What follows belongs to an exercise in optimizing a design on an open flow for small area; a production flow would make more cautious choices. In this exercise RTL edits were held to simulation tests only and were not proved equivalent to the original.

==> inputs of indigo <==
## SystolicArray
module SystolicArray(
  input         clock,
  input  [15:0] io_inAct_0,
  input  [15:0] io_inAct_1,
  input  [15:0] io_inAct_2,
  input  [15:0] io_inAct_3,
  input  [15:0] io_inWeight_0,
  input  [15:0] io_inWeight_1,
  input  [15:0] io_inWeight_2,
  input  [15:0] io_inWeight_3,
  output [39:0] io_outSum_0,
  output [39:0] io_outSum_1,
  output [39:0] io_outSum_2,
  output [39:0] io_outSum_3,
  input         io_inwtValid
);
Settings: LEC_CHECK=0, CAP_MARGIN=20, CORE_MARGIN=2, CORE_UTILIZATION=60, CTS_BUF_LIST=sky130_fd_sc_hd__clkbuf_16, CTS_CLUSTER_DIAMETER=100, CTS_CLUSTER_SIZE=30, PLACE_DENSITY=0.7, SLEW_MARGIN=20, SYNTH_HIERARCHICAL=1, SYNTH_MINIMUM_KEEP_SIZE=0; clock period 10.0 ns.
standard.sh (not shown) runs the stock make flow with config.mk's settings and CLKGATE_MAP_FILE= SYNTH_SCRIPT=/design/flow/synth_recipe.tcl, a recipe that flattens the netlist after the stock synthesis.
==> flow/flow/run.sh <==
#!/bin/bash
set -euo pipefail
bash standard.sh "BUFFER_PORTS_ARGS=-buffer_cell sky130_fd_sc_hd__buf_1" finish > standard_make.log 2>&1
==> inputs of quartz, as changes to indigo <==
==> flow/run.sh (new file) <==
#!/bin/bash
# synth_recipe.tcl (not shown) runs the flow's synth.tcl, then flattens the netlist and writes it again
# the make line also repeats each setting of config.mk as NAME=value (left out here)
make -C /OpenROAD-flow-scripts/flow DESIGN_CONFIG=/design/flow/config.mk WORK_HOME=/design/flow/orfs CLKGATE_MAP_FILE= SYNTH_SCRIPT=/design/flow/synth_recipe.tcl finish
removed: flow/flow/run.sh
removed: flow/standard.sh
==> impl_metrics.env <==
export IMPL_outcome="no timing/DRC/antenna violations"
export IMPL_r2r_end="p_3_1[27]"
export IMPL_avgViaCountPerCell=6.48
export IMPL_grt_pass1_wl_um=555000
export IMPL_clk_pin_slew_worst_paths_ns=0.11
export IMPL_multi_input_area_share=0.744
export IMPL_gr_usage_met1=0.491
export IMPL_clock_cell_area_share=0.0174
export IMPL_dr_pass1_iters=7
export IMPL_hpwl_um=264000
export IMPL_fin_crit_ns=8.15
export IMPL_wl_met3_um=43000
export IMPL_worstSetupStartpoint="w_3_1[1]"
export IMPL_tightestPinTransition_ns=1.13
(the above is from quartz)
==> impl_metrics.env <==
export IMPL_worstSetupStartpoint="validReg"
export IMPL_r2r_end="p_3_3[24]"
export IMPL_outcome="no timing/DRC/antenna violations"
export IMPL_hpwl_um=263000
export IMPL_fin_crit_ns=8.15
export IMPL_wl_met3_um=42200
export IMPL_gr_usage_met1=0.496
export IMPL_dr_pass1_iters=15
export IMPL_tightestPinTransition_ns=1.10
(the above is from indigo)

========
==> inputs of v22 <==
SystolicArray again, from the RTL that the note above started with.
clock: 10.0 ns
lec_check: 0
cap_margin: 20
core_margin: 2
core_utilization: 60
cts_buf_list: sky130_fd_sc_hd__clkbuf_4
cts_cluster_size: 16
place_density: 0.7
slew_margin: 20
synth_hierarchical: 1
synth_minimum_keep_size: 0
run.sh (not shown) runs the stock make flow with config.mk's settings and CLKGATE_MAP_FILE= SYNTH_SCRIPT=/design/flow/synth_recipe.tcl, a recipe that flattens the netlist after the stock synthesis.
Stock flow here: none of the scripts above is used.
==> inputs of v32, as changes to v22 <==
==> flow/flow/run.sh (new file) <==
#!/bin/bash
set -euo pipefail
CTS="-sink_clustering_enable -repair_clock_nets -sink_clustering_size 30 -sink_clustering_max_diameter 100"
CTS="$CTS -buf_list sky130_fd_sc_hd__clkbuf_16 -dont_use_dummy_load"
bash standard.sh "BUFFER_PORTS_ARGS=-buffer_cell sky130_fd_sc_hd__buf_1" "CTS_ARGS=$CTS" finish > standard_make.log 2>&1
==> flow/standard.sh (new file) <==
#!/bin/bash
# synth_recipe.tcl (not shown) runs the flow's synth.tcl, then flattens the netlist and writes it again
# the make line also repeats each setting of config.mk as NAME=value (left out here)
make -C /OpenROAD-flow-scripts/flow DESIGN_CONFIG=/design/flow/config.mk WORK_HOME=/design/flow/orfs CLKGATE_MAP_FILE= SYNTH_SCRIPT=/design/flow/synth_recipe.tcl "${@:-finish}"
--- a/flow/config.mk
+++ b/flow/config.mk
@@ -9,6 +9,7 @@
 export CORE_MARGIN = 2
 export CORE_UTILIZATION = 60
-export CTS_BUF_LIST = sky130_fd_sc_hd__clkbuf_4
-export CTS_CLUSTER_SIZE = 16
+export CTS_BUF_LIST = sky130_fd_sc_hd__clkbuf_16
+export CTS_CLUSTER_DIAMETER = 100
+export CTS_CLUSTER_SIZE = 30
 export PLACE_DENSITY = 0.7
 export SLEW_MARGIN = 20
removed: flow/run.sh
==> flow_summary.yaml <==
final_layout:
  fin_nets: 14000
  buffers: 583
  seq_share: 0.171
  postLayoutCellArea_um2: 138000
  multi_input_area_um2: 102000
  syn_to_final_growth_pct: 8.62
sta:
  skew_ns: 0.113
run_status:
  status: "no timing/DRC/antenna violations"
critical_path:
  path_buf_inv: 0
  crit_slowest_cell: "edfxtp_1"
detailed_routing:
  wl_per_cell_um: 25.6
clock_tree:
  cts_buffers: 305
the above is filed under v22

==> flow_summary.yaml <==
run_status:
  status: "no timing/DRC/antenna violations"
critical_path:
  end_kind: "register"
  crit_slowest_cell: "dfxtp_4"
  path_buf_inv: 1
final_layout:
  multi_input_area_um2: 102000
  buffers: 592
  seq_share: 0.177
  postLayoutCellArea_um2: 134000
  syn_to_final_growth_pct: 5.35
  fin_nets: 13800
sta:
  skew_ns: 0.0836
clock_tree:
  cts_buffers: 60
detailed_routing:
  drtIter0Drc: 10600
  wl_mm: 354
synth:
  synth_seq_cells: 1057
the above is filed under v32

==> afterwards: timing with drivers on the ports <==
How much do the figures lean on ideal ports? The routed layouts below were timed once more, with nothing changed but the port constraints. Step 1, drivers: a clkbuf_16 drives clock and a buf_2 each remaining input, both assumed. Step 2 moves the port delays by t, midway between the first and last clock arrival at a register: inputs arrive t later, outputs are due t later. That takes back most of the time a late clock gives input paths. a / b / c = ideal ports / drivers / drivers and shift; a / b = the first two.
run | t (ns) | slack for setup (ns) | hold WS [ns] | cell pins on the clock port's net
indigo | 0.871 | 1.850 / 1.850 / 1.850 | 0.558 / 0.558 / 0.558 | 1
quartz | 0.879 | 1.848 / 1.848 / 1.620 | 0.551 / 0.551 / 0.551 | 1
v22 | 1.416 | 1.762 / 1.762 / 1.623 | 0.468 / 0.468 / 0.468 | 1
v32 | 0.838 | 1.847 / 1.847 / 1.847 | 0.511 / 0.511 / 0.511 | 1
After both steps setup and hold are still met in every run listed. For quartz, which loses most, drivers alone change the setup slack by 0.000 ns; drivers and shift together by -0.228 ns.
